From an optimization exercise on the open Yosys and OpenROAD flow, aimed at small area, a short achievable clock period and few clock cycles; shortcuts taken in it are not production practice.
In this exercise RTL edits were held to simulation tests only and were not proved equivalent to the original.
Power and IR drop assume default switching activity.

--- flow/design.v ---
`timescale 1ns / 1ps
module RV32ICore(
    input         CPU_CLK,
    input         CPU_RST,
    output [31:0] imem_addr,
    input  [31:0] imem_rdata,
    output        dmem_rd,
    output [3:0]  dmem_wstrb,
    output [31:0] dmem_addr,
    output [31:0] dmem_wdata,
    input  [31:0] dmem_rdata,
    input         dmem_wait
    );
    wire clk = CPU_CLK;
    wire rst = CPU_RST;
    reg  [31:0] pc_f;
    reg  [31:0] pc_d;
    reg         v_d, pt_d, use_hold;
    reg  [31:0] ir_hold;
    reg         bp_v;
    reg  [31:0] bp_tag, bp_tgt;
    reg         e_valid, e_pt;
    reg  [31:0] e_pc, e_rs1v, e_rs2v, e_imm;
    reg  [4:0]  e_rd;
    reg         e_we, e_load, e_store, e_br, e_jal, e_jalr, e_csr;
    reg         e_f1, e_f2, e_bimm;
    reg  [2:0]  e_f3;
    reg         e_sub, e_left, e_arith;
    reg         r_add, r_slt, r_sltu, r_xor, r_or, r_and, r_sh, r_link;
    reg  [3:0]  e_csr_a;
    reg         m_we, m_rdreq, m_load;
    reg  [3:0]  m_wstrb;
    reg  [31:0] m_res, m_wdata;
    reg  [4:0]  m_rd;
    reg  [2:0]  m_f3;
    reg         w_we, w_load;
    reg  [4:0]  w_rd;
    reg  [31:0] w_res;
    reg  [2:0]  w_f3;
    reg  [31:0] rf [1:31];
    reg  [31:1] rf_v;
    reg  [31:0] csr [0:15];
    reg  [15:0] csr_v;
    wire stall_m = (m_rdreq | (|m_wstrb)) & dmem_wait;
    wire redirect;
    wire [31:0] redirect_pc;
    wire luse;
    assign imem_addr = pc_f;
    wire bp_hit = bp_v & (pc_f == bp_tag);
    always @(posedge clk) begin
        if (rst) begin
            pc_f <= 32'b0;
            v_d <= 1'b0;
            pt_d <= 1'b0;
            use_hold <= 1'b0;
        end else if (redirect & ~stall_m) begin
            pc_f <= redirect_pc;
            v_d <= 1'b0;
            use_hold <= 1'b0;
        end else if (stall_m | luse) begin
            use_hold <= 1'b1;
        end else begin
            pc_f <= bp_hit ? bp_tgt : pc_f + 32'd4;
            pc_d <= pc_f;
            pt_d <= bp_hit;
            v_d <= 1'b1;
            use_hold <= 1'b0;
        end
    end
    wire [31:0] inst = use_hold ? ir_hold : imem_rdata;
    always @(posedge clk) ir_hold <= inst;
    wire [6:0] op  = inst[6:0];
    wire [4:0] rd  = inst[11:7];
    wire [2:0] f3  = inst[14:12];
    wire [4:0] rs1 = inst[19:15];
    wire [4:0] rs2 = inst[24:20];
    wire d_lui   = op == 7'b0110111;
    wire d_auipc = op == 7'b0010111;
    wire d_jal   = op == 7'b1101111;
    wire d_jalr  = op == 7'b1100111;
    wire d_br    = op == 7'b1100011;
    wire d_load  = op == 7'b0000011;
    wire d_store = op == 7'b0100011;
    wire d_opi   = op == 7'b0010011;
    wire d_op    = op == 7'b0110011;
    wire d_csr   = (op == 7'b1110011) & (f3[1:0] != 2'b00);
    wire d_csri  = d_csr & f3[2];
    wire d_wr    = d_lui | d_auipc | d_jal | d_jalr | d_load | d_opi | d_op | d_csr;
    wire d_we    = d_wr & (rd != 5'd0);
    wire use1    = d_jalr | d_br | d_load | d_store | d_opi | d_op | (d_csr & ~f3[2]);
    wire use2    = d_br | d_store | d_op;
    wire [31:0] imm_i = {{20{inst[31]}}, inst[31:20]};
    wire [31:0] imm_s = {{20{inst[31]}}, inst[31:25], inst[11:7]};
    wire [31:0] imm_b = {{19{inst[31]}}, inst[31], inst[7], inst[30:25], inst[11:8], 1'b0};
    wire [31:0] imm_u = {inst[31:12], 12'b0};
    wire [31:0] imm_j = {{11{inst[31]}}, inst[31], inst[19:12], inst[20], inst[30:21], 1'b0};
    wire [31:0] d_imm = d_store ? imm_s :
                        d_br    ? imm_b :
                        (d_lui | d_auipc) ? imm_u :
                        d_jal   ? imm_j : imm_i;
    wire [31:0] rf1 = (rs1 != 5'd0 && rf_v[rs1]) ? rf[rs1] : 32'b0;
    wire [31:0] rf2 = (rs2 != 5'd0 && rf_v[rs2]) ? rf[rs2] : 32'b0;
    wire [31:0] w_ext;
    wire [31:0] w_data = w_load ? w_ext : w_res;
    wire m_hit1 = m_we & ~m_load & (m_rd == rs1);
    wire m_hit2 = m_we & ~m_load & (m_rd == rs2);
    wire w_hit1 = w_we & (w_rd == rs1);
    wire w_hit2 = w_we & (w_rd == rs2);
    wire [31:0] byp1 = m_hit1 ? m_res : w_hit1 ? w_data : rf1;
    wire [31:0] byp2 = m_hit2 ? m_res : w_hit2 ? w_data : rf2;
    wire e_hit1 = e_valid & e_we & (e_rd == rs1);
    wire e_hit2 = e_valid & e_we & (e_rd == rs2);
    assign luse = v_d & (
        (use1 & ((e_hit1 & e_load) | (m_we & m_load & (m_rd == rs1)))) |
        (use2 & ((e_hit2 & e_load) | (m_we & m_load & (m_rd == rs2)))));
    wire alu_r = d_op;
    wire alu_i = d_opi;
    wire is_alu = alu_r | alu_i;
    wire d_sub   = (alu_r & f3 == 3'b000 & inst[30]) | d_br | (is_alu & (f3 == 3'b010 | f3 == 3'b011));
    wire d_sh    = is_alu & (f3 == 3'b001 | f3 == 3'b101);
    always @(posedge clk) begin
        if (rst) begin
            e_valid <= 1'b0;
            e_we <= 1'b0; e_load <= 1'b0; e_store <= 1'b0; e_br <= 1'b0;
            e_jal <= 1'b0; e_jalr <= 1'b0; e_csr <= 1'b0; e_pt <= 1'b0;
        end else if (~stall_m) begin
            e_valid <= v_d & ~redirect & ~luse;
            e_pt    <= pt_d;
            e_pc    <= pc_d;
            e_rs1v  <= d_lui ? 32'b0 : d_auipc ? pc_d : d_csri ? {27'b0, rs1} : byp1;
            e_rs2v  <= byp2;
            e_imm   <= d_imm;
            e_f1    <= e_hit1 & use1;
            e_f2    <= e_hit2;
            e_rd    <= rd;
            e_we    <= d_we;
            e_load  <= d_load;
            e_store <= d_store;
            e_br    <= d_br;
            e_jal   <= d_jal;
            e_jalr  <= d_jalr;
            e_csr   <= d_csr;
            e_bimm  <= ~(d_op | d_br);
            e_f3    <= f3;
            e_sub   <= d_sub;
            e_left  <= f3 == 3'b001;
            e_arith <= inst[30];
            r_add   <= ~(is_alu & f3 != 3'b000) & ~d_jal & ~d_jalr & ~d_csr;
            r_slt   <= is_alu & f3 == 3'b010;
            r_sltu  <= is_alu & f3 == 3'b011;
            r_xor   <= is_alu & f3 == 3'b100;
            r_or    <= is_alu & f3 == 3'b110;
            r_and   <= is_alu & f3 == 3'b111;
            r_sh    <= d_sh;
            r_link  <= d_jal | d_jalr;
            e_csr_a <= inst[23:20];
        end
    end
    wire [31:0] a   = e_f1 ? m_res : e_rs1v;
    wire [31:0] r2  = e_f2 ? m_res : e_rs2v;
    wire [31:0] b   = e_bimm ? e_imm : r2;
    wire [31:0] bx  = e_sub ? ~b : b;
    wire [32:0] sum = {1'b0, a} + {1'b0, bx} + {32'b0, e_sub};
    wire ltu = ~sum[32];
    wire lt  = (a[31] == b[31]) ? sum[31] : a[31];
    wire eq  = (a == b);
    function [31:0] rev32(input [31:0] x);
        integer k;
        for (k = 0; k < 32; k = k + 1) rev32[k] = x[31-k];
    endfunction
    wire [31:0] sh_in  = e_left ? rev32(a) : a;
    wire        sh_fill = e_arith & ~e_left & sh_in[31];
    wire [31:0] sh_r   = (sh_in >> b[4:0]) | ({32{sh_fill}} & ~(32'hffffffff >> b[4:0]));
    wire [31:0] sh_out = e_left ? rev32(sh_r) : sh_r;
    wire [31:0] pc4 = e_pc + 32'd4;
    wire [31:0] tgt = e_pc + e_imm;
    wire [31:0] csr_old = csr_v[e_csr_a] ? csr[e_csr_a] : 32'b0;
    wire [31:0] csr_new = (e_f3[1:0] == 2'b01) ? a :
                          (e_f3[1:0] == 2'b10) ? (csr_old | a) : (csr_old & ~a);
    wire [31:0] result =
        ({32{r_add}}  & sum[31:0]) |
        ({32{r_slt}}  & {31'b0, lt}) |
        ({32{r_sltu}} & {31'b0, ltu}) |
        ({32{r_xor}}  & (a ^ b)) |
        ({32{r_or}}   & (a | b)) |
        ({32{r_and}}  & (a & b)) |
        ({32{r_sh}}   & sh_out) |
        ({32{r_link}} & pc4) |
        ({32{e_csr}}  & csr_old);
    reg cond;
    always @(*) begin
        case (e_f3)
            3'b000: cond = eq;
            3'b001: cond = ~eq;
            3'b100: cond = lt;
            3'b101: cond = ~lt;
            3'b110: cond = ltu;
            3'b111: cond = ~ltu;
            default: cond = 1'b0;
        endcase
    end
    wire br_taken = e_br & cond;
    assign redirect = e_valid & (e_jal | e_jalr | (e_pt ^ br_taken));
    assign redirect_pc = e_jalr ? sum[31:0] : (br_taken | e_jal) ? tgt : pc4;
    wire [3:0] strb = (e_f3[1:0] == 2'b00) ? (4'b0001 << sum[1:0]) :
                      (e_f3[1:0] == 2'b01) ? (sum[1] ? 4'b1100 : 4'b0011) : 4'b1111;
    wire [31:0] wd  = (e_f3[1:0] == 2'b00) ? {4{r2[7:0]}} :
                      (e_f3[1:0] == 2'b01) ? {2{r2[15:0]}} : r2;
    always @(posedge clk) begin
        if (rst) begin
            csr_v <= 16'b0;
        end else if (e_valid & e_csr & ~stall_m) begin
            csr_v[e_csr_a] <= 1'b1;
        end
        if (e_valid & e_csr & ~stall_m)
            csr[e_csr_a] <= csr_new;
    end
    always @(posedge clk) begin
        if (rst)
            bp_v <= 1'b0;
        else if (e_valid & br_taken & ~e_pt & e_imm[31] & ~stall_m) begin
            bp_v <= 1'b1;
            bp_tag <= e_pc;
            bp_tgt <= tgt;
        end
    end
    always @(posedge clk) begin
        if (rst) begin
            m_we <= 1'b0; m_rdreq <= 1'b0; m_wstrb <= 4'b0; m_load <= 1'b0;
        end else if (~stall_m) begin
            m_we    <= e_valid & e_we;
            m_rdreq <= e_valid & e_load;
            m_wstrb <= (e_valid & e_store) ? strb : 4'b0;
            m_load  <= e_load;
            m_res   <= result;
            m_wdata <= wd;
            m_rd    <= e_rd;
            m_f3    <= e_f3;
        end
    end
    assign dmem_rd    = m_rdreq;
    assign dmem_wstrb = m_wstrb;
    assign dmem_addr  = m_res;
    assign dmem_wdata = m_wdata;
    always @(posedge clk) begin
        if (rst) begin
            w_we <= 1'b0;
        end else begin
            w_we <= m_we & ~stall_m;
        end
        w_load <= m_load;
        w_rd   <= m_rd;
        w_res  <= m_res;
        w_f3   <= m_f3;
    end
    wire [15:0] w_half = w_res[1] ? dmem_rdata[31:16] : dmem_rdata[15:0];
    wire [7:0]  w_byte = w_res[0] ? w_half[15:8] : w_half[7:0];
    assign w_ext = (w_f3[1:0] == 2'b00) ? {{24{w_byte[7] & ~w_f3[2]}}, w_byte} :
                   (w_f3[1:0] == 2'b01) ? {{16{w_half[15] & ~w_f3[2]}}, w_half} : dmem_rdata;
    always @(posedge clk) begin
        if (w_we) rf[w_rd] <= w_data;
    end
    always @(posedge clk) begin
        if (rst) rf_v <= 31'b0;
        else if (w_we) rf_v[w_rd] <= 1'b1;
    end
endmodule
--- flow/run.sh ---
#!/bin/bash
# synth_recipe.tcl (not shown) runs the flow's synth.tcl, then flattens the netlist and writes it again
# the make line also repeats each setting of config.mk as NAME=value (left out here)
make -C /OpenROAD-flow-scripts/flow DESIGN_CONFIG=/design/flow/config.mk WORK_HOME=/design/flow/orfs CLKGATE_MAP_FILE= SYNTH_SCRIPT=/design/flow/synth_recipe.tcl finish
--- flow/config.mk ---
export PLATFORM = sky130hd
export DESIGN_NAME = RV32ICore
export DESIGN_NICKNAME = RV32ICore
export VERILOG_FILES = /design/flow/design.v
export SDC_FILE = /design/flow/constraint.sdc
export NUM_CORES = 4
export LEC_CHECK = 0
export CAP_MARGIN = 20
export CELL_PAD_IN_SITES_DETAIL_PLACEMENT = 1
export CELL_PAD_IN_SITES_GLOBAL_PLACEMENT = 2
export CORE_MARGIN = 2
export CORE_UTILIZATION = 30
export SLEW_MARGIN = 20
--- flow/constraint.sdc ---
create_clock -name core_clock -period 12.0 [get_ports {CPU_CLK}]
set_input_delay 2.4000 -clock core_clock [delete_from_list [all_inputs] [get_ports {CPU_CLK}]]
set_output_delay 2.4000 -clock core_clock [all_outputs]
set_load 0.01 [all_outputs]
==> impl_metrics.env, run 1 <==
export IMPL_cts_buffer_depth=4
export IMPL_insertion_delay_ns=0.96
export IMPL_synth_area_leaders="edfxtp_1, nand2_1, mux4_2"
export IMPL_drive_gt1_frac=0.109
export IMPL_grt_usage=0.261
export IMPL_cp_slowest_cell="o21ai_0"
export IMPL_fin_skew_ns=0.0796
export IMPL_cts_tree="yes"
export IMPL_regMostFlops="rf"
export IMPL_cts_sinks=2003
export IMPL_synthArstFlopShare=0
export IMPL_viasPerCell=5.78
export IMPL_worstSetupPathType="input port to flip-flop"
export IMPL_synthFlopType="edfxtp_1"
export IMPL_ctsResizeCount=0
export IMPL_synth_top_area_cell="edfxtp_1"
export IMPL_cp_required_ns=12.77
export IMPL_dieArea_mm2=0.340
export IMPL_path_clk_slew_ns=0.07
export IMPL_tightest_slew_ns=1.23
export IMPL_worstPathCellList="clkdlybuf4s50_1, mux2i_4, buf_4, inv_8, xnor2_1, nand4_1, or3_1, o21a_1, o21ai_0, a21oi_1, buf_4, inv_1, a311o_2, clkinv_2, a221o_1"
export IMPL_max_freq_ghz=0.136
export IMPL_cts_setup_buffers=0
export IMPL_synth_top_area_share=0.546
export IMPL_hold_buffers=0
export IMPL_htree_levels=4
export IMPL_vias=79500
export IMPL_reg_largest_list="rf: 992 flops, csr: 512 flops"
export IMPL_drtIter0Drc=7819
export IMPL_rsz0062_at_grt="no"
export IMPL_p_leak_uw=0.0398
export IMPL_fp_dieW_um=583
export IMPL_port_buffers=167
export IMPL_ys_ff_latch=2003
export IMPL_antenna_left=0
export IMPL_worstSetupEndpointType="flip-flop"
export IMPL_grt_overflow=0
export IMPL_drcViolationCount=0
export IMPL_layout_commonest_cell="nand2_1"
export IMPL_die_y_um=583
export IMPL_final_cell_mix="nand2_1, edfxtp_1, nand3_1"
export IMPL_wire_per_inst_um=33.0
export IMPL_fin_tns_setup_ns=0
export IMPL_fin_crit_sh=0.614
export IMPL_layout_nets=9372
export IMPL_slew_headroom=0.167
export IMPL_vdd_drop_max_v=0.000137
export IMPL_fin_util=0.347
export IMPL_start_util=0.301
export IMPL_fin_area_mm2=0.116
export IMPL_antenna_found_initial=37
export IMPL_hold_viol=0
export IMPL_worstSetupStartpointType="input port"
export IMPL_critical_path_arrival_ns=8.14
export IMPL_core_mm2=0.333
export IMPL_grt_pass1_wl_mm=635
export IMPL_outcome="complete, no violations"
export IMPL_dr_pass1_iters=5
export IMPL_gp_congestion=0.932
export IMPL_finalSetupViolCount=0
export IMPL_syn_cell_area_mm2=0.100
export IMPL_grt_max_degree=144
export IMPL_critPathMaxStageDelay_ns=0.89
export IMPL_grt_pass1_vias=79800
export IMPL_cp_max_fo=62
export IMPL_rows=212
export IMPL_synth_edf_count=1826
export IMPL_synth_yosys_warnings=1
export IMPL_io_pins=168
export IMPL_hold_ws_ns=0.328
export IMPL_largest_register_ffs=992
export IMPL_routed_wl_mm=454
export IMPL_syn_area_per_cell_um2=10.9
export IMPL_cpMostUsedCell="buf_4"
export IMPL_ys_seq_area_frac=0.581
export IMPL_hpwl_mm=281
export IMPL_timing_final_max_slew_violations=0
export IMPL_postSynthCellCount=9198
export IMPL_cts_made_buffers=232
export IMPL_syn_num_nets=9416
export IMPL_holdCritPathClass="flip-flop to flip-flop"
export IMPL_ys_types=91
export IMPL_cts_root_buf="clkbuf_16"
export IMPL_cap_viol_max_count=0
export IMPL_period_minus_slack_ns=7.37
export IMPL_power_density_mw_per_mm2=156
export IMPL_placed_area_mm2=0.108
export IMPL_area_growth_pct=15.1
[routing by layer]
layer  vias to the layer above  wire length (µm)  global-route usage
met4                        10             17000              0.0888
met3                       627             30100              0.0398
met2                      2835            202000               0.403
met1                     41900            204000               0.370
li1                      34100                 -                   -
met5                         -                68                   0
[cells by family after synthesis]
family	count (synthesis)	synth area share
xor gates and xnor gates	244	0.0213
muxes	434	0.0708
DFF	2003	0.581
buffers and inverters	869	0.0330
AOI/OAI and AO/OA	1550	0.105
and+or+nand+nor	3947	0.170
adders and majority gates	151	0.0190
[synth_stat cells (all sizes together), types with 16 or more instances]
cell type	n
dfxtp	177
ha	149
and2	28
xor2	79
a221o	44
nor2b	27
a311oi	354
buf	82
o221ai	43
o22ai	46
a21oi	458
or3	16
a31oi	129
mux2i	153
edfxtp	1826
o21ai	212
mux4	212
nand2	2252
a21o	27
nand3	923
xnor2	165
nand4	35
o211ai	68
inv	185
a221oi	17
clkbuf	599
and3	161
mux2	69
nor2	352
nor4	19
a211oi	37
nor3	77
[where the power goes]
part / internal, µW / switching [µW]
sequential: 7910 / 171
clock: 4190 / 3040
combinational: 792 / 1900
total: 12900 / 5110
[stage by stage]
step                      worst slack (ns)  instances  power [µW]
after floorplan                      0.400       9198        9580
after global placement                4.19      13300       10800
after detailed placement              4.20      13300       10900
after CTS                             4.98      13700       18100
after global routing                  4.42      13700       18500
final                                 4.63      13700       18000
[path summary, 6_finish.rpt]
path              cells past startpoint               from  slack, ns                     to
setup / recovery                     15     imem_rdata[16]       4.63  pc_f[26]$_SDFFE_PP0P_
hold / removal                        0  m_f3[0]$_DFFE_PP_       0.33        w_f3[0]$_DFF_P_
setup reg to reg                     18     e_f2$_DFFE_PP_       4.87  pc_f[26]$_SDFFE_PP0P_
hold reg to reg                       0  m_f3[0]$_DFFE_PP_       0.33        w_f3[0]$_DFF_P_
[worst max-delay path: cells and delay by family]
family,cells,cell delay [ns]
buffers and inverters,6,2.58
AO/OA/AOI/OAI,5,2.15
AND/OR/NAND/NOR,2,0.50
XOR/XNOR,1,0.25
multiplexers,1,0.20
[layout make-up]
class / count / area (µm²)
diodes: 11 / 27.5
clock buffers: 313 / 6350
well taps: 4387 / 5490
fillers: 36100 / 218000
multi-input cells: 6326 / 39600
flip-flops and latches: 2003 / 58400
clock inverters: 113 / 1210
inverters: 188 / 767
repair buffers: 403 / 3780
Testbench counts, summed over its fixed seeds: cycles 31,561.
==> inputs of run 2 (changes only) <==
--- a/flow/design.v
+++ b/flow/design.v
@@ -14,9 +14,9 @@
     wire clk = CPU_CLK;
     wire rst = CPU_RST;
     reg  [31:0] pc_f;
-    reg  [31:0] pc_d;
-    reg         v_d, pt_d, use_hold;
-    reg  [31:0] ir_hold;
+    reg  [31:0] pc_r, pc_d;
+    reg         v_r, pt_r, v_d, pt_d, rhold;
+    reg  [31:0] rbuf, ir;
     reg         bp_v;
     reg  [31:0] bp_tag, bp_tgt;
     reg         e_valid, e_pt;
@@ -24,6 +24,7 @@
     reg  [4:0]  e_rd;
     reg         e_we, e_load, e_store, e_br, e_jal, e_jalr, e_csr;
     reg         e_f1, e_f2, e_bimm;
+    reg         e_off4, e_off8, e_off12;
     reg  [2:0]  e_f3;
     reg         e_sub, e_left, e_arith;
     reg         r_add, r_slt, r_sltu, r_xor, r_or, r_and, r_sh, r_link;
@@ -45,30 +46,39 @@
     wire redirect;
     wire [31:0] redirect_pc;
     wire luse;
+    wire skip1, skip2;
     assign imem_addr = pc_f;
     wire bp_hit = bp_v & (pc_f == bp_tag);
+    wire [31:0] inst_r = rhold ? rbuf : imem_rdata;
     always @(posedge clk) begin
         if (rst) begin
             pc_f <= 32'b0;
+            v_r <= 1'b0;
+            pt_r <= 1'b0;
             v_d <= 1'b0;
             pt_d <= 1'b0;
-            use_hold <= 1'b0;
+            rhold <= 1'b0;
         end else if (redirect & ~stall_m) begin
             pc_f <= redirect_pc;
+            v_r <= 1'b0;
             v_d <= 1'b0;
-            use_hold <= 1'b0;
-        end else if (stall_m | luse) begin
-            use_hold <= 1'b1;
+            rhold <= 1'b0;
+        end else if (stall_m | (luse & ~skip1 & ~skip2)) begin
+            rhold <= 1'b1;
+            if (~rhold) rbuf <= imem_rdata;
         end else begin
             pc_f <= bp_hit ? bp_tgt : pc_f + 32'd4;
-            pc_d <= pc_f;
-            pt_d <= bp_hit;
-            v_d <= 1'b1;
-            use_hold <= 1'b0;
-        end
-    end
-    wire [31:0] inst = use_hold ? ir_hold : imem_rdata;
-    always @(posedge clk) ir_hold <= inst;
+            pc_r <= pc_f;
+            pt_r <= bp_hit;
+            v_r <= 1'b1;
+            ir <= inst_r;
+            pc_d <= pc_r;
+            pt_d <= pt_r;
+            v_d <= v_r & ~skip2;
+            rhold <= 1'b0;
+        end
+    end
+    wire [31:0] inst = ir;
     wire [6:0] op  = inst[6:0];
     wire [4:0] rd  = inst[11:7];
     wire [2:0] f3  = inst[14:12];
@@ -124,12 +134,15 @@
             e_we <= 1'b0; e_load <= 1'b0; e_store <= 1'b0; e_br <= 1'b0;
             e_jal <= 1'b0; e_jalr <= 1'b0; e_csr <= 1'b0; e_pt <= 1'b0;
         end else if (~stall_m) begin
-            e_valid <= v_d & ~redirect & ~luse;
+            e_valid <= v_d & ~redirect & ~luse & ~skip1 & ~skip2;
             e_pt    <= pt_d;
             e_pc    <= pc_d;
             e_rs1v  <= d_lui ? 32'b0 : d_auipc ? pc_d : d_csri ? {27'b0, rs1} : byp1;
             e_rs2v  <= byp2;
             e_imm   <= d_imm;
+            e_off4  <= (d_br | d_jal) & (d_imm == 32'd4);
+            e_off8  <= (d_br | d_jal) & (d_imm == 32'd8);
+            e_off12 <= (d_br | d_jal) & (d_imm == 32'd12);
             e_f1    <= e_hit1 & use1;
             e_f2    <= e_hit2;
             e_rd    <= rd;
@@ -200,7 +213,12 @@
         endcase
     end
     wire br_taken = e_br & cond;
-    assign redirect = e_valid & (e_jal | e_jalr | (e_pt ^ br_taken));
+    wire jump    = e_jal | br_taken;
+    wire sk1     = jump & ~e_pt & e_off8 & ~pt_d;
+    wire sk2     = jump & ~e_pt & e_off12 & ~pt_d & ~pt_r;
+    assign skip1 = e_valid & sk1;
+    assign skip2 = e_valid & sk2;
+    assign redirect = e_valid & (e_jalr | (jump & ~e_pt & ~e_off4 & ~sk1 & ~sk2) | (e_pt & ~br_taken));
     assign redirect_pc = e_jalr ? sum[31:0] : (br_taken | e_jal) ? tgt : pc4;
     wire [3:0] strb = (e_f3[1:0] == 2'b00) ? (4'b0001 << sum[1:0]) :
                       (e_f3[1:0] == 2'b01) ? (sum[1] ? 4'b1100 : 4'b0011) : 4'b1111;
==> run 2 against run 1 <==
Compared with the run above: sequential power grew 3.7%; first-iteration DRC count shrank 14%; global-route usage fell by 2.8 points; sequential share of layout area is 2.0 points higher; synthesized cell count down 30%; total power grew 1.5%; fmax shrank 19%; final cell count shrank 19%; hold slack better by 0.019 ns; largest cell class unchanged; largest power group unchanged.
==> impl_metrics.env, run 2 <==
export IMPL_dp_cells=10700
export IMPL_cts_setup_buffers=0
export IMPL_seq_area_mm2=0.0610
export IMPL_synthFlopType="edfxtp_1"
export IMPL_path_clk_slew_ns=0.06
export IMPL_max_freq_ghz=0.110
export IMPL_ys_seq_area_frac=0.606
export IMPL_holdCritPathClass="flip-flop to flip-flop"
export IMPL_core_mm2=0.334
export IMPL_synth_top_area_share=0.574
export IMPL_fp_dieW_um=583
export IMPL_ff2ff_setup_slack_ns=2.92
export IMPL_cp_required_ns=12.77
export IMPL_grt_overflow=0
export IMPL_multi_input_area_mm2=0.0379
export IMPL_layout_commonest_cell="edfxtp_1"
export IMPL_layout_nets=6774
export IMPL_cap_viol_max_count=0
export IMPL_num_fill_cells=33900
export IMPL_startpoint="e_f2$_DFFE_PP_"
export IMPL_insertion_delay_ns=0.94
export IMPL_yosys_top_cells_count="edfxtp_1, mux4_2, nand2_1"
export IMPL_critical_path_arrival_ns=9.85
export IMPL_ys_ff_latch=2082
export IMPL_slew_headroom=0.217
export IMPL_hold_buffers=0
export IMPL_htree_levels=4
export IMPL_reg2regPathDepth=23
export IMPL_fin_crit_sh=0.757
export IMPL_die_y_um=583
export IMPL_rsz0062_at_grt="no"
export IMPL_area_growth_pct=15.4
export IMPL_cts_sinks=2082
export IMPL_power_density_mw_per_mm2=157
export IMPL_synth_top_area_cell="edfxtp_1"
export IMPL_grt_usage=0.232
export IMPL_hpwl_mm=265
export IMPL_cts_tree="yes"
export IMPL_fin_tns_setup_ns=0
export IMPL_vdd_drop_max_v=0.000126
export IMPL_io_pins=168
export IMPL_viasPerCell=5.65
export IMPL_drtIter0Drc=6759
export IMPL_cts_made_buffers=235
export IMPL_postSynthCellCount=6394
export IMPL_p_leak_uw=0.0379
export IMPL_drive_gt1_frac=0.230
export IMPL_timing_final_max_slew_violations=0
export IMPL_hold_path_startpoint="m_f3[1]$_DFFE_PP_"
export IMPL_regMostFlops="rf"
export IMPL_cts_root_buf="clkbuf_16"
export IMPL_grt_pass1_vias=65200
export IMPL_dieArea_mm2=0.340
export IMPL_syn_num_nets=6610
export IMPL_routed_wl_mm=402
export IMPL_layout_cells_non_filler=11200
export IMPL_reg_largest_list="rf: 992 flops, csr: 512 flops"
export IMPL_final_cell_mix="edfxtp_1, mux4_2, nand2_1"
export IMPL_port_buffers=167
export IMPL_cp_max_fo=33
export IMPL_synth_most_common_cell="edfxtp_1"
export IMPL_drcViolationCount=0
export IMPL_syn_cell_area_mm2=0.101
export IMPL_worstSetupStartpointType="flip-flop"
export IMPL_dr_pass1_iters=6
export IMPL_ctsResizeCount=0
export IMPL_fin_skew_ns=0.0880
export IMPL_syn_area_per_cell_um2=15.7
export IMPL_synth_area_leaders="edfxtp_1, mux4_2, dfxtp_1"
export IMPL_cts_buffer_depth=4
export IMPL_outcome="complete, no violations"
export IMPL_tightest_slew_ns=1.14
export IMPL_ys_types=92
export IMPL_worstSetupPathType="flip-flop to flip-flop"
export IMPL_grt_pass1_wl_mm=552
export IMPL_rr_startpoint="e_f2$_DFFE_PP_"
export IMPL_gp_congestion=0.924
export IMPL_antenna_found_initial=27
export IMPL_synthArstFlopShare=0
export IMPL_fin_util=0.348
export IMPL_hold_viol=0
export IMPL_synth_yosys_warnings=1
export IMPL_synth_edf_count=1925
export IMPL_period_minus_slack_ns=9.08
export IMPL_antenna_left=0
export IMPL_largest_register_ffs=992
export IMPL_grt_max_degree=145
export IMPL_finalSetupViolCount=0
export IMPL_wire_per_inst_um=36.0
export IMPL_vias=63100
export IMPL_rows=212
export IMPL_worstSetupEndpointType="flip-flop"
export IMPL_start_util=0.302
[run 2: cell types whose count changed after synthesis, sizes merged, moves of 82 or more]
| cell | previous run | this run |
|---|---|---|
| clkbuf | 599 | 312 |
| mux2i | 153 | 277 |
| and3 | 161 | 36 |
| nand3 | 923 | 106 |
| a21oi | 458 | 291 |
| a31oi | 129 | 47 |
| mux4 | 212 | 787 |
| nand2 | 2252 | 418 |
| edfxtp | 1826 | 1925 |
| a311oi | 354 | 2 |
[run 2: metrics by stage]
step                      instance area, µm²  hold slack (ns)  worst slack (ns)  total power, µW
after floorplan                       101000            0.323              1.85             9850
after global placement                108000            0.335              2.95            10900
after detailed placement              108000            0.334              2.92            11000
after CTS                             116000            0.349              2.92            18400
after global routing                  116000            0.351              2.64            18800
final                                 116000            0.347              2.92            18300
[run 2: critical path, cell delays in order, from the launching register on]
cell and delay [ns]:
edfxtp_1 0.32, buf_4 0.41, mux2_4 0.31, o21ai_2 0.06, buf_4 0.28, inv_2 0.60
o21ai_0 0.30, fa_1 0.53, nor2b_1 0.13, o21a_1 0.14, o21ai_0 0.13, a21oi_1 0.31
a31oi_1 0.19, buf_4 0.20, o31ai_1 0.92, nand3b_1 0.21, nand4_1 0.20, or3_4 0.47
o31a_1 0.35, o31ai_2 0.31, nand3_2 0.82, inv_6 0.77, buf_4 0.47, mux2_2 0.38
[run 2: logic make-up (layout without fill, tap and decap cells)]
| kind of cell | count (synthesis) | after routing | synth area share |
|---|---|---|---|
| flip-flops | 2082 | 2082 | 0.606 |
| multiplexers | 1168 | 1168 | 0.215 |
| AND/OR/NAND/NOR | 1116 | 1116 | 0.0501 |
| AO/OA/AOI/OAI | 1031 | 1031 | 0.0658 |
| buffers and inverters | 595 | 956 | 0.0224 |
| XOR/XNOR | 253 | 253 | 0.0220 |
| adder cells (fa/ha/maj) | 149 | 149 | 0.0187 |
| other | 0 | 12 | 0 |
[run 2: worst min-delay path by stage]
stage	endpoint	slack, ns	cells past startpoint
floorplan	w_f3[0]$_DFF_P_	0.32	0
global placement	w_f3[1]$_DFF_P_	0.34	0
detailed placement	w_f3[2]$_DFF_P_	0.33	0
CTS	w_f3[1]$_DFF_P_	0.35	0
global route	w_f3[1]$_DFF_P_	0.35	0
finish	w_f3[1]$_DFF_P_	0.35	0
[run 2: report_power, final]
| group | leakage [µW] | total (µW) | internal [µW] | switching, µW |
|---|---|---|---|---|
| sequential | 0.0188 | 8380 | 8180 | 199 |
| clock | 0.00378 | 7450 | 4350 | 3110 |
| combinational | 0.0152 | 2450 | 878 | 1570 |
[run 2: routing by layer]
layer / vias up / wire, µm / global-route usage
met5: - / 36 / 0
met4: 6 / 19200 / 0.0973
met3: 522 / 22300 / 0.0318
met2: 2093 / 193000 / 0.383
met1: 34400 / 167000 / 0.307
li1: 26100 / - / -
[run 2: cell type report]
cell class              count  share of cell area
clock buffers             275              0.0520
well taps                4387              0.0473
multi-input cells        3717               0.327
repair buffers            368              0.0281
clock inverters           159              0.0153
diodes                     12            0.000259
inverters                 154             0.00502
flip-flops and latches   2082               0.525
Testbench counts of run 2, summed over its fixed seeds: cycles 31,203.
==> inputs of run 3 (changes only) <==
--- a/flow/config.mk
+++ b/flow/config.mk
@@ -5,9 +5,11 @@
 export SDC_FILE = /design/flow/constraint.sdc
 export NUM_CORES = 4
 export LEC_CHECK = 0
+export ABC_CLOCK_PERIOD_IN_PS = 4000
 export CAP_MARGIN = 20
 export CELL_PAD_IN_SITES_DETAIL_PLACEMENT = 1
 export CELL_PAD_IN_SITES_GLOBAL_PLACEMENT = 2
 export CORE_MARGIN = 2
 export CORE_UTILIZATION = 30
+export SETUP_SLACK_MARGIN = 5
 export SLEW_MARGIN = 20
==> run 3 against run 2 <==
Compared with the run above: routed wire length decreased by 0.60%; count of clock-buffer cells in the layout increased by 9; via count decreased by 0.53%.
==> impl_metrics.env, run 3 <==
export IMPL_outcome="complete, no violations"
export IMPL_synthSimpleGateAreaFrac=0.0501
export IMPL_synth_top_area_share=0.574
export IMPL_critical_path_arrival_ns=7.17
export IMPL_port_buffers=167
export IMPL_yosys_top_cells_count="edfxtp_1, mux4_2, nand2_1"
export IMPL_p_int_uw=13500
export IMPL_vias=62700
export IMPL_drcViolationCount=0
export IMPL_synth_top_area_cell="edfxtp_1"
export IMPL_holdCritPathClass="flip-flop to flip-flop"
export IMPL_postSynthCellCount=6394
export IMPL_syn_cell_area_mm2=0.101
export IMPL_cts_sinks=2082
export IMPL_fin_crit_sh=0.552
export IMPL_synth_yosys_warnings=1
export IMPL_drtIter0Drc=6780
export IMPL_p_clk_frac=0.409
export IMPL_synth_most_common_cell="edfxtp_1"
export IMPL_io_pins=168
export IMPL_hold_ws_ns=0.360
export IMPL_p_comb_frac=0.134
export IMPL_synthFlopType="edfxtp_1"
export IMPL_vdd_drop_max_v=0.000134
export IMPL_fin_tns_setup_ns=0
export IMPL_hold_buffers=0
export IMPL_gp_congestion=0.930
export IMPL_grt_usage=0.231
export IMPL_power_density_mw_per_mm2=158
export IMPL_synthMuxAreaShare=0.215
export IMPL_cts_root_buf="clkbuf_16"
export IMPL_synthAdderAreaFrac=0.0187
export IMPL_cp_top_family="compound AO/OA/AOI/OAI gates"
export IMPL_grt_overflow=0
export IMPL_final_cell_mix="edfxtp_1, mux4_2, nand2_1"
export IMPL_core_mm2=0.334
export IMPL_hpwl_mm=263
export IMPL_antenna_found_initial=41
export IMPL_slew_headroom=0.188
export IMPL_cts_buffer_depth=4
export IMPL_rows=212
export IMPL_power_net_switching_uw=4900
export IMPL_wire_per_inst_um=35.8
export IMPL_layout_nets=6772
export IMPL_cts_tree="yes"
export IMPL_reg_largest_list="rf: 992 flops, csr: 512 flops"
export IMPL_hold_viol=0
export IMPL_cts_made_buffers=232
export IMPL_path_buf_inv=5
export IMPL_synth_area_leaders="edfxtp_1, mux4_2, dfxtp_1"
export IMPL_syn_num_nets=6610
export IMPL_grt_max_degree=99
export IMPL_rsz0062_at_grt="no"
export IMPL_cp_slowest_cell="mux2i_1"
export IMPL_worstSetupEndpointType="flip-flop"
export IMPL_tightest_slew_ns=1.18
export IMPL_critPathMaxStageDelay_ns=0.64
export IMPL_synth_xor_area_frac=0.0220
export IMPL_worstSetupPathType="flip-flop to flip-flop"
export IMPL_fp_dieW_um=583
export IMPL_p_leak_uw=0.0380
export IMPL_synthArstFlopShare=0
export IMPL_insertion_delay_ns=0.93
export IMPL_grt_pass1_vias=64200
export IMPL_finalSetupViolCount=0
export IMPL_antenna_left=0
export IMPL_cp_max_fo=56
export IMPL_p_seq_frac=0.457
export IMPL_htree_levels=4
export IMPL_max_freq_ghz=0.151
export IMPL_start_util=0.302
export IMPL_path_clk_slew_ns=0.06
export IMPL_drive_gt1_frac=0.232
export IMPL_cp_required_ns=12.55
export IMPL_worstPathCellList="buf_4, mux2i_1, inv_1, ha_1, and3_1, nand4_1, o311ai_4, o221ai_2, o21ai_2, a31oi_4, o211a_1, o31a_1, buf_4, o31a_1, o31ai_4, nand3_4, inv_12, buf_12"
export IMPL_dieArea_mm2=0.340
export IMPL_viasPerCell=5.62
export IMPL_timing_final_max_slew_violations=0
export IMPL_ys_seq_area_frac=0.606
export IMPL_period_minus_slack_ns=6.62
export IMPL_grt_pass1_wl_mm=547
export IMPL_fin_skew_ns=0.0614
export IMPL_synth_top_family_by_area="multiplexers"
export IMPL_regMostFlops="rf"
export IMPL_switching_share=0.267
export IMPL_area_growth_pct=15.6
export IMPL_layout_commonest_cell="edfxtp_1"
export IMPL_syn_area_per_cell_um2=15.7
export IMPL_worstSetupStartpointType="flip-flop"
export IMPL_largest_register_ffs=992
export IMPL_synth_compound_gate_area_share=0.0658
export IMPL_ys_types=92
export IMPL_routed_wl_mm=399
export IMPL_cap_viol_max_count=0
export IMPL_die_y_um=583
export IMPL_synth_edf_count=1925
export IMPL_ys_ff_latch=2082
export IMPL_dr_pass1_iters=6
[run 3: cell counts after synthesis]
No cell type changed its count.
[run 3: final timing paths]
| check | start | endpoint | slack (ns) | depth (start not counted) |
|---|---|---|---|---|
| hold / removal | m_f3[0]$_DFFE_PP_ | w_f3[0]$_DFF_P_ | 0.36 | 0 |
| setup reg to reg | e_f1$_DFFE_PP_ | pc_r[14]$_DFFE_PP_ | 5.38 | 18 |
| hold reg to reg | m_f3[0]$_DFFE_PP_ | w_f3[0]$_DFF_P_ | 0.36 | 0 |
| setup / recovery | e_f1$_DFFE_PP_ | pc_r[14]$_DFFE_PP_ | 5.38 | 18 |
[run 3: cell type report]
cell class | instances | area [µm²]
clock buffers | 284 | 6100
repair buffers | 368 | 3300
fillers | 33900 | 217000
well taps | 4387 | 5490
clock inverters | 148 | 1760
multi-input cells | 3718 | 38000
inverters | 154 | 593
diodes | 18 | 45.0
flip-flops and latches | 2082 | 61000
[run 3: logic make-up (layout without fill, tap and decap cells)]
kind of cell,count (synthesis),after routing
other,0,18
buffers and inverters,595,954
xor gates and xnor gates,253,253
adders and majority gates,149,149
DFF,2082,2082
AOI/OAI and AO/OA,1031,1031
muxes,1168,1168
and+or+nand+nor,1116,1117
[run 3: worst reg2reg max path: stages, from the launching register on]
cell	delay [ns]
edfxtp_1	0.33
buf_4	0.57
mux2i_1	0.72
inv_1	0.25
ha_1	0.44
and3_1	0.29
nand4_1	0.18
o311ai_4	0.46
o221ai_2	0.22
o21ai_2	0.28
a31oi_4	0.18
o211a_1	0.32
o31a_1	0.33
buf_4	0.23
o31a_1	0.36
o31ai_4	0.26
nand3_4	0.17
inv_12	0.24
buf_12	0.30
[run 3: metal layers]
layer | wire [µm] | track usage
met2 | 194000 | 0.386
met1 | 166000 | 0.305
met4 | 17100 | 0.0849
met3 | 22500 | 0.0313
met5 | 99 | 0
[run 3: what timing repair did]
item / CTS / global route
setup endpoints to repair: 167 / 130
buffers inserted: 2 / 2
gates cloned: 1 / 0
resized for setup: 12 / 10
pin swaps: 2 / 1
[run 3: metrics by stage]
stage,std cells,instance area (µm²),total power (µW),worst slack (ns),utilization
after floorplan,6394,101000,9840,5.23,-
after global placement,10700,108000,11000,3.73,0.324
after detailed placement,10700,108000,11000,3.64,0.324
after CTS,11100,116000,18500,5.00,0.348
after global routing,11100,116000,18900,5.03,0.348
final,11200,116000,18400,5.38,0.349
[run 3: power by group through the flow]
stage | Sequential, µW | Clock, µW | Combinational (µW)
2_1_floorplan | 8390 | 0 | 1450
3_3_place_gp | 8540 | 0 | 2420
3_5_place_dp | 8540 | 0 | 2430
4_1_cts | 8390 | 7680 | 2440
5_1_grt | 8400 | 7920 | 2580
6_report | 8400 | 7510 | 2470
==> inputs of run 4 (changes only) <==
--- a/flow/design.v
+++ b/flow/design.v
@@ -108,8 +108,16 @@
                         d_br    ? imm_b :
                         (d_lui | d_auipc) ? imm_u :
                         d_jal   ? imm_j : imm_i;
-    wire [31:0] rf1 = (rs1 != 5'd0 && rf_v[rs1]) ? rf[rs1] : 32'b0;
-    wire [31:0] rf2 = (rs2 != 5'd0 && rf_v[rs2]) ? rf[rs2] : 32'b0;
+    reg  [31:0] rf1, rf2;
+    integer ri;
+    always @(*) begin
+        rf1 = 32'b0;
+        rf2 = 32'b0;
+        for (ri = 1; ri < 32; ri = ri + 1) begin
+            rf1 = rf1 | ({32{rs1 == ri && rf_v[ri]}} & rf[ri]);
+            rf2 = rf2 | ({32{rs2 == ri && rf_v[ri]}} & rf[ri]);
+        end
+    end
     wire [31:0] w_ext;
     wire [31:0] w_data = w_load ? w_ext : w_res;
     wire m_hit1 = m_we & ~m_load & (m_rd == rs1);
@@ -187,7 +195,13 @@
     wire [31:0] sh_out = e_left ? rev32(sh_r) : sh_r;
     wire [31:0] pc4 = e_pc + 32'd4;
     wire [31:0] tgt = e_pc + e_imm;
-    wire [31:0] csr_old = csr_v[e_csr_a] ? csr[e_csr_a] : 32'b0;
+    reg  [31:0] csr_old;
+    integer ci;
+    always @(*) begin
+        csr_old = 32'b0;
+        for (ci = 0; ci < 16; ci = ci + 1)
+            csr_old = csr_old | ({32{e_csr_a == ci && csr_v[ci]}} & csr[ci]);
+    end
     wire [31:0] csr_new = (e_f3[1:0] == 2'b01) ? a :
                           (e_f3[1:0] == 2'b10) ? (csr_old | a) : (csr_old & ~a);
     wire [31:0] result =
==> run 4 against run 3 <==
Compared with the run above: global-route usage up 8.0 points; core utilization up 0.19 points; setup slack worse by 0.0049 ns; highest routed layer unchanged; critical path type unchanged; non-clock buffer count up 67; sequential power down 1%.
==> impl_metrics.env, run 4 <==
export IMPL_synth_top_area_share=0.613
export IMPL_drive_gt1_frac=0.131
export IMPL_vdd_drop_max_v=0.000123
export IMPL_synth_xor_area_frac=0.0229
export IMPL_synthSimpleGateAreaFrac=0.0849
export IMPL_vias=76400
export IMPL_rows=205
export IMPL_dieArea_mm2=0.319
export IMPL_start_util=0.302
export IMPL_port_buffers=167
export IMPL_synthAdderAreaFrac=0.0197
export IMPL_layout_nets=7503
export IMPL_max_freq_ghz=0.151
export IMPL_synth_yosys_warnings=1
export IMPL_cpMostUsedCell="buf_4"
export IMPL_p_seq_frac=0.487
export IMPL_routed_wl_mm=509
export IMPL_worstSetupEndpointType="flip-flop"
export IMPL_dp_slack_ns=4.96
export IMPL_p_clk_frac=0.419
export IMPL_hpwl_mm=319
export IMPL_outcome="complete, no violations"
export IMPL_fp_dieW_um=565
export IMPL_final_cell_mix="edfxtp_1, a22oi_1, nor2_1"
export IMPL_worstPathCellList="buf_4, mux2i_1, inv_1, ha_1, a21oi_1, o21bai_1, a311oi_1, xor2_1, o21ai_0, mux2_4, mux2_4, a21oi_1, nor2_2, buf_4, nor3_4, buf_4"
export IMPL_fin_ws_ns=5.37
export IMPL_layout_commonest_cell="edfxtp_1"
export IMPL_worstSetupPathType="flip-flop to flip-flop"
export IMPL_synth_top_family_by_area="compound AO/OA/AOI/OAI gates"
export IMPL_synth_edf_count=1925
export IMPL_die_y_um=565
export IMPL_critical_path_arrival_ns=7.13
export IMPL_holdCritPathClass="flip-flop to flip-flop"
export IMPL_fin_tns_setup_ns=0
export IMPL_grt_max_degree=138
export IMPL_io_pins=168
export IMPL_grt_usage=0.310
export IMPL_cts_made_buffers=230
export IMPL_viasPerCell=6.56
export IMPL_worstSetupStartpointType="flip-flop"
export IMPL_grt_pass1_wl_mm=674
export IMPL_power_net_switching_uw=4460
export IMPL_syn_num_nets=7392
export IMPL_cts_tree="yes"
export IMPL_synth_top_area_cell="edfxtp_1"
export IMPL_syn_area_per_cell_um2=13.1
export IMPL_area_growth_pct=16.0
export IMPL_synth_most_common_cell="edfxtp_1"
export IMPL_timing_final_max_slew_violations=0
export IMPL_antenna_found_initial=42
export IMPL_syn_cell_area_mm2=0.0943
export IMPL_finalSetupViolCount=0
export IMPL_dr_pass1_iters=10
export IMPL_postSynthCellCount=7178
export IMPL_cp_max_fo=68
export IMPL_gp_congestion=0.993
export IMPL_reg_largest_list="rf: 992 flops, csr: 512 flops"
export IMPL_antenna_left=0
export IMPL_cp_slowest_cell="mux2i_1"
export IMPL_path_clk_slew_ns=0.06
export IMPL_p_int_uw=12600
export IMPL_slew_headroom=0.178
export IMPL_largest_register_ffs=992
export IMPL_synth_area_leaders="edfxtp_1, a22oi_1, dfxtp_1"
export IMPL_cts_sinks=2068
export IMPL_p_comb_frac=0.094
export IMPL_ys_types=84
export IMPL_fin_skew_ns=0.0897
export IMPL_drcViolationCount=0
export IMPL_core_mm2=0.312
export IMPL_critPathMaxStageDelay_ns=0.86
export IMPL_htree_levels=4
export IMPL_hold_viol=0
export IMPL_hold_buffers=0
export IMPL_rsz0062_at_grt="no"
export IMPL_cts_root_buf="clkbuf_16"
export IMPL_cts_setup_buffers=0
export IMPL_drtIter0Drc=13600
export IMPL_cp_required_ns=12.50
export IMPL_grt_pass1_vias=73200
export IMPL_tightest_slew_ns=1.23
export IMPL_grt_overflow=0
export IMPL_p_leak_uw=0.0363
export IMPL_fin_crit_sh=0.552
export IMPL_ys_ff_latch=2068
export IMPL_power_uw=17000
export IMPL_insertion_delay_ns=0.96
export IMPL_synthFlopType="edfxtp_1"
export IMPL_switching_share=0.262
export IMPL_regMostFlops="rf"
export IMPL_synthArstFlopShare=0
export IMPL_cts_buffer_depth=4
export IMPL_wire_per_inst_um=43.7
export IMPL_cap_viol_max_count=0
export IMPL_yosys_top_cells_count="edfxtp_1, a22oi_1, clkbuf_1"
export IMPL_period_minus_slack_ns=6.63
export IMPL_synthMuxAreaShare=0.0315
export IMPL_synth_compound_gate_area_share=0.170
export IMPL_ys_seq_area_frac=0.644
export IMPL_power_density_mw_per_mm2=156
==> run 4: cell types whose count changed after synthesis, moves of 139 or more <==
cell	change
clkbuf_1	+175
nand4_1	+139
a22o_1	+214
a221oi_1	+229
mux4_2	-750
mux2i_1	-185
a22oi_1	+658
nand3_1	+180
==> run 4: metrics by stage <==
step	hold WS [ns]	instances	instance area, µm²	util
6_report	0.288	11600	109000	0.350
4_1_cts	0.289	11600	109000	0.350
5_1_grt	0.302	11600	109000	0.350
3_5_place_dp	0.333	11200	102000	0.326
2_1_floorplan	0.323	7178	94300	-
3_3_place_gp	0.328	11200	102000	0.326
==> run 4: path summary, 6_finish.rpt <==
check / startpoint / endpoint / slack, ns / cells past startpoint
max reg2reg: e_f1$_DFFE_PP_ / ir[6]$_DFFE_PP_ / 5.37 / 16
max: e_f1$_DFFE_PP_ / ir[6]$_DFFE_PP_ / 5.37 / 16
min: m_f3[1]$_DFFE_PP_ / w_f3[1]$_DFF_P_ / 0.29 / 0
min reg2reg: m_f3[1]$_DFFE_PP_ / w_f3[1]$_DFF_P_ / 0.29 / 0
==> run 4: cells by family after synthesis <==
logic type | after synthesis
mux | 233
compound gates | 2156
xor+xnor | 247
flops | 2068
simple gates | 1641
fa+ha+maj | 147
buf+inv | 686
==> run 4: power groups by stage <==
stage / sequential [µW] / combinational, µW / clock (µW)
after global placement: 8440 / 1520 / 0
after CTS: 8290 / 1540 / 7200
after detailed placement: 8440 / 1540 / 0
final: 8290 / 1600 / 7140
after floorplan: 8340 / 797 / 0
after global routing: 8290 / 1660 / 7450
==> run 4: routing by layer <==
metal,routed length (µm),vias up,global-route usage
met1,208000,39900,0.428
met4,34700,16,0.182
met3,56400,1343,0.0757
met2,210000,5896,0.440
li1,-,29200,-
met5,103,-,0.000149
==> run 4: area by class of cell <==
cell class / count / area (µm²)
antenna: 25 / 62.6
inverter: 130 / 490
multi-input combinational: 4424 / 31800
timing repair buffer: 435 / 3700
sequential: 2068 / 60700
fill: 32500 / 203000
tap: 4140 / 5180
clock inverter: 137 / 1350
clock buffer: 290 / 6080
==> run 4: timing repair <==
| item | 4_1_cts | 5_1_grt |
|---|---|---|
| hold endpoints to repair | 0 | 0 |
| setup endpoints to repair | 32 | 99 |
| pin swaps | 0 | 0 |
| gates cloned | 0 | 0 |
| gates resized for setup | 1 | 3 |
==> run 4: critical path, delay by kind of cell, from the launching register on <==
kind,cells,cell delay [ns]
AOI/OAI and AO/OA,5,1.08
DFF,1,0.33
and+or+nand+nor,2,0.30
muxes,3,1.62
buffers and inverters,4,2.02
xor gates and xnor gates,1,0.18
adders and majority gates,1,0.56
Testbench counts of run 4, summed over its fixed seeds: cycles 31,203.
==> inputs of run 5 (changes only) <==
==> flow/flow/run.sh (new file) <==
#!/bin/bash
# The standard layout (the standard.sh: standard synthesis, floorplan,
# place, CTS, route, finish) with a larger setup margin for ORFS's
# repair_timing, so that timing repair keeps working below the period.
# Clock, constraints and every other setting are the standard flow's.
set -euo pipefail
bash standard.sh SETUP_SLACK_MARGIN=8 finish > standard_flow.log 2>&1
==> flow/standard.sh (new file) <==
#!/bin/bash
# synth_recipe.tcl (not shown) runs the flow's synth.tcl, then flattens the netlist and writes it again
# the make line also repeats each setting of config.mk as NAME=value (left out here)
make -C /OpenROAD-flow-scripts/flow DESIGN_CONFIG=/design/flow/config.mk WORK_HOME=/design/flow/orfs CLKGATE_MAP_FILE= SYNTH_SCRIPT=/design/flow/synth_recipe.tcl "${@:-finish}"
--- a/flow/config.mk
+++ b/flow/config.mk
@@ -5,11 +5,9 @@
 export SDC_FILE = /design/flow/constraint.sdc
 export NUM_CORES = 4
 export LEC_CHECK = 0
-export ABC_CLOCK_PERIOD_IN_PS = 4000
 export CAP_MARGIN = 20
 export CELL_PAD_IN_SITES_DETAIL_PLACEMENT = 1
 export CELL_PAD_IN_SITES_GLOBAL_PLACEMENT = 2
 export CORE_MARGIN = 2
 export CORE_UTILIZATION = 30
-export SETUP_SLACK_MARGIN = 5
 export SLEW_MARGIN = 20
removed: flow/run.sh
==> run 5 against run 4 <==
Compared with the run above: still clean; clock skew increased by 0.025 ns; cell area increased by 9.4%; total power increased by 3.4%; register-to-register slack improved by 1.6 ns; critical path depth increased by 4; clock power increased by 0.6%; fmax increased by 32%; combinational power increased by 37%; global-route usage increased by 1.3 points; critical path type unchanged; critical endpoint is now pc_f[4]$_SDFFE_PP0P_; largest cell class unchanged.
==> impl_metrics.env, run 5 <==
export IMPL_outcome="complete, no violations"
export IMPL_cts_buffer_depth=4
export IMPL_antenna_found_initial=41
export IMPL_fp_dieW_um=565
export IMPL_synth_edf_count=1925
export IMPL_synth_yosys_warnings=1
export IMPL_tightest_slew_ns=1.25
export IMPL_hold_viol=0
export IMPL_rows=205
export IMPL_cp_required_ns=12.89
export IMPL_ys_types=84
export IMPL_reg2regPathDepth=20
export IMPL_timing_final_max_slew_violations=0
export IMPL_multi_input_area_mm2=0.0356
export IMPL_grt_pass1_wl_mm=700
export IMPL_cap_viol_max_count=0
export IMPL_holdCritPathClass="flip-flop to flip-flop"
export IMPL_regMostFlops="rf"
export IMPL_p_int_uw=12900
export IMPL_power_density_mw_per_mm2=147
export IMPL_vias=79700
export IMPL_worstSetupPathType="flip-flop to flip-flop"
export IMPL_syn_cell_area_mm2=0.0943
export IMPL_cts_sinks=2068
export IMPL_worstSetupStartpointType="flip-flop"
export IMPL_rsz0062_at_grt="yes"
export IMPL_layout_commonest_cell="edfxtp_1"
export IMPL_synth_top_area_share=0.613
export IMPL_drtIter0Drc=14300
export IMPL_insertion_delay_ns=0.96
export IMPL_grt_max_degree=66
export IMPL_postSynthCellCount=7178
export IMPL_p_clk_frac=0.408
export IMPL_worstHoldPathCells=0
export IMPL_rr_startpoint="e_f2$_DFFE_PP_"
export IMPL_routed_wl_mm=536
export IMPL_synth_area_leaders="edfxtp_1, a22oi_1, dfxtp_1"
export IMPL_viasPerCell=6.56
export IMPL_wire_per_inst_um=44.1
export IMPL_synth_most_common_cell="edfxtp_1"
export IMPL_placed_area_mm2=0.102
export IMPL_hold_path_startpoint="m_f3[1]$_DFFE_PP_"
export IMPL_layout_nets=8015
export IMPL_gp_congestion=0.963
export IMPL_p_seq_frac=0.468
export IMPL_synthFlopType="edfxtp_1"
export IMPL_grt_pass1_vias=76200
export IMPL_htree_levels=4
export IMPL_ff2ff_setup_slack_ns=6.97
export IMPL_finalSetupViolCount=0
export IMPL_worstSetupEndpointType="flip-flop"
export IMPL_power_net_switching_uw=4690
export IMPL_largest_register_ffs=992
export IMPL_port_buffers=167
export IMPL_drive_gt1_frac=0.258
export IMPL_seq_area_mm2=0.0608
export IMPL_fin_skew_ns=0.115
export IMPL_cts_root_buf="clkbuf_16"
export IMPL_slew_headroom=0.167
export IMPL_fin_ws_ns=6.97
export IMPL_start_util=0.302
export IMPL_core_mm2=0.312
export IMPL_switching_share=0.266
export IMPL_hpwl_mm=313
export IMPL_io_pins=168
export IMPL_final_cell_mix="edfxtp_1, a22oi_1, buf_4"
export IMPL_syn_area_per_cell_um2=13.1
export IMPL_fin_crit_sh=0.419
export IMPL_drcViolationCount=0
export IMPL_grt_usage=0.323
export IMPL_cts_made_buffers=231
export IMPL_num_fill_cells=32000
export IMPL_period_minus_slack_ns=5.03
export IMPL_p_comb_frac=0.124
export IMPL_fin_tns_setup_ns=0
export IMPL_die_y_um=565
export IMPL_max_freq_ghz=0.199
export IMPL_reg_largest_list="rf: 992 flops, csr: 512 flops"
export IMPL_cp_max_fo=9
export IMPL_yosys_top_cells_count="edfxtp_1, a22oi_1, clkbuf_1"
export IMPL_vdd_drop_max_v=0.000132
export IMPL_critical_path_arrival_ns=5.93
export IMPL_synthArstFlopShare=0
export IMPL_path_clk_slew_ns=0.07
export IMPL_dp_slack_ns=5.27
export IMPL_antenna_left=0
export IMPL_dr_pass1_iters=9
export IMPL_dieArea_mm2=0.319
export IMPL_hold_end="w_f3[1]$_DFF_P_"
export IMPL_ys_ff_latch=2068
export IMPL_area_growth_pct=27.0
export IMPL_synth_top_area_cell="edfxtp_1"
export IMPL_cts_tree="yes"
export IMPL_fin_area_mm2=0.120
export IMPL_ys_seq_area_frac=0.644
export IMPL_r2r_end="pc_f[4]$_SDFFE_PP0P_"
export IMPL_grt_overflow=0
export IMPL_syn_num_nets=7392
export IMPL_p_leak_uw=0.0404
==> run 5: cell count changes in the layout (fill, tap and decap cells not counted), sizes merged, moves of 2 or more <==
cell           change
a21oi             +12
bufbuf            +17
buf              +529
clkdlybuf4s15     +38
inv                -4
dlygate4sd2        +9
dlymetal6s2s       +4
clkinv             +3
nand2              +2
clkinvlp          +14
nor2               +2
clkdlybuf4s50    -127
==> run 5: cell families (layout without fill, tap and decap cells) <==
group / after synthesis / in the layout / share of synthesized area
AOI/OAI and AO/OA: 2156 / 2170 / 0.170
xor gates and xnor gates: 247 / 247 / 0.0229
adders and majority gates: 147 / 147 / 0.0197
buffers and inverters: 686 / 1476 / 0.0276
DFF: 2068 / 2068 / 0.644
muxes: 233 / 234 / 0.0315
other: 0 / 24 / 0
and+or+nand+nor: 1641 / 1647 / 0.0849
==> run 5: power groups by stage <==
stage,clock network [µW],logic [µW],registers [µW]
detailed placement,0,1530,8430
CTS,7230,1970,8240
floorplan,0,837,8340
global placement,0,1510,8430
global route,7480,2250,8240
finish,7180,2190,8240
==> run 5: what timing repair did <==
action / CTS / global route
hold buffers: 0 / 0
cloned: 68 / 15
pin swaps: 144 / 169
resized for setup: 1197 / 321
buffers inserted: 328 / 118
endpoints found under the setup margin: 1895 / 611
hold endpoints to repair: 0 / 0
==> run 5: worst max path at each step <==
stage                                      end            from  slack [ns]
after floorplan            bp_tag[0]$_DFFE_PP_       dmem_wait        3.92
after global placement        ir[22]$_DFFE_PP_  e_f1$_DFFE_PP_        5.29
after detailed placement      ir[24]$_DFFE_PP_  e_f2$_DFFE_PP_        5.27
after CTS                   rbuf[24]$_DFFE_PP_  e_f2$_DFFE_PP_        7.16
after global routing          ir[11]$_DFFE_PP_  e_f2$_DFFE_PP_        6.94
final                     pc_f[4]$_SDFFE_PP0P_  e_f2$_DFFE_PP_        6.97
==> run 5: per-layer routing <==
layer,track usage,share of wire,vias up
met2,0.456,0.41,6417
met1,0.438,0.39,41400
li1,-,-,30300
met3,0.0879,0.13,1529
met4,0.200,0.076,14
met5,0,0.00019,-
==> run 5: through the flow <==
step	util	cells	hold slack (ns)	total power, µW
4_1_cts	0.375	12000	0.345	17400
6_report	0.384	12200	0.342	17600
5_1_grt	0.383	12100	0.351	18000
3_3_place_gp	0.327	11200	0.331	9940
3_5_place_dp	0.327	11200	0.330	9960
2_1_floorplan	-	7178	0.323	9170
==> run 5: final cells by class <==
type,count,share of cell area
Timing Repair inverter,6,0.000251
Clock inverter,144,0.0118
Clock buffer,277,0.0508
Antenna cell,24,0.000502
Sequential cell,2068,0.508
Inverter,130,0.00440
Timing Repair Buffer,919,0.0838
Multi-Input combinational cell,4445,0.297
Tap cell,4140,0.0433
==> run 5: critical path: stages (launching register included) <==
cell and delay (ns):
edfxtp_1 0.41, buf_6 0.17, buf_16 0.16, mux2_4 0.34, mux2i_4 0.22, xnor2_2 0.12, ha_1 0.36, nand4_1 0.11
buf_6 0.15, nor4_4 0.31, o2111ai_2 0.21, nand3_4 0.17, o21ai_4 0.08, mux2_4 0.36, mux2_4 0.37, buf_4 0.16
buf_12 0.15, nand2_8 0.16, o211ai_1 0.12, a211oi_1 0.68, a221o_1 0.20

what the ideal ports hide:
How much do the figures lean on ideal ports? The routed layouts below were timed once more, with nothing changed but the port constraints.
Step 1 sets driving cells, clkbuf_16 on the clock port and buf_2 on the other inputs (assumed; they add their load-dependent delay and slew).
Step 2 times the ports against the registers' clock, not the clock port: input delays grow and output delays shrink by t, the midpoint of the rising clock arrivals with the driver on.
a / b / c = no drivers / after step 1 / after step 2; a / b = the first two.
| run | t (ns) | setup WS [ns] | hold slack, ns | latest minus earliest clock arrival (ns) | slew at the worst register clock pin (ns) |
|---|---|---|---|---|---|
| run 1 | 1.018 | 4.628 / 4.706 / 3.688 | 0.328 / 0.328 / 0.328 | 0.099 / 0.099 | 0.07 / 0.07 |
| run 2 | 0.992 | 2.918 / 2.918 / 2.918 | 0.347 / 0.347 / 0.347 | 0.091 / 0.091 | 0.07 / 0.07 |
| run 3 | 1.002 | 5.376 / 5.376 / 5.376 | 0.360 / 0.360 / 0.360 | 0.062 / 0.062 | 0.09 / 0.09 |
| run 4 | 1.016 | 5.371 / 5.371 / 5.371 | 0.288 / 0.288 / 0.288 | 0.101 / 0.101 | 0.07 / 0.07 |
| run 5 | 1.003 | 6.966 / 6.966 / 6.675 | 0.342 / 0.342 / 0.342 | 0.158 / 0.158 | 0.07 / 0.07 |
After both steps every run listed still meets setup and hold. The setup slack of run 1, which loses most, moves by +0.078 ns with the drivers and by -0.940 ns with both steps.
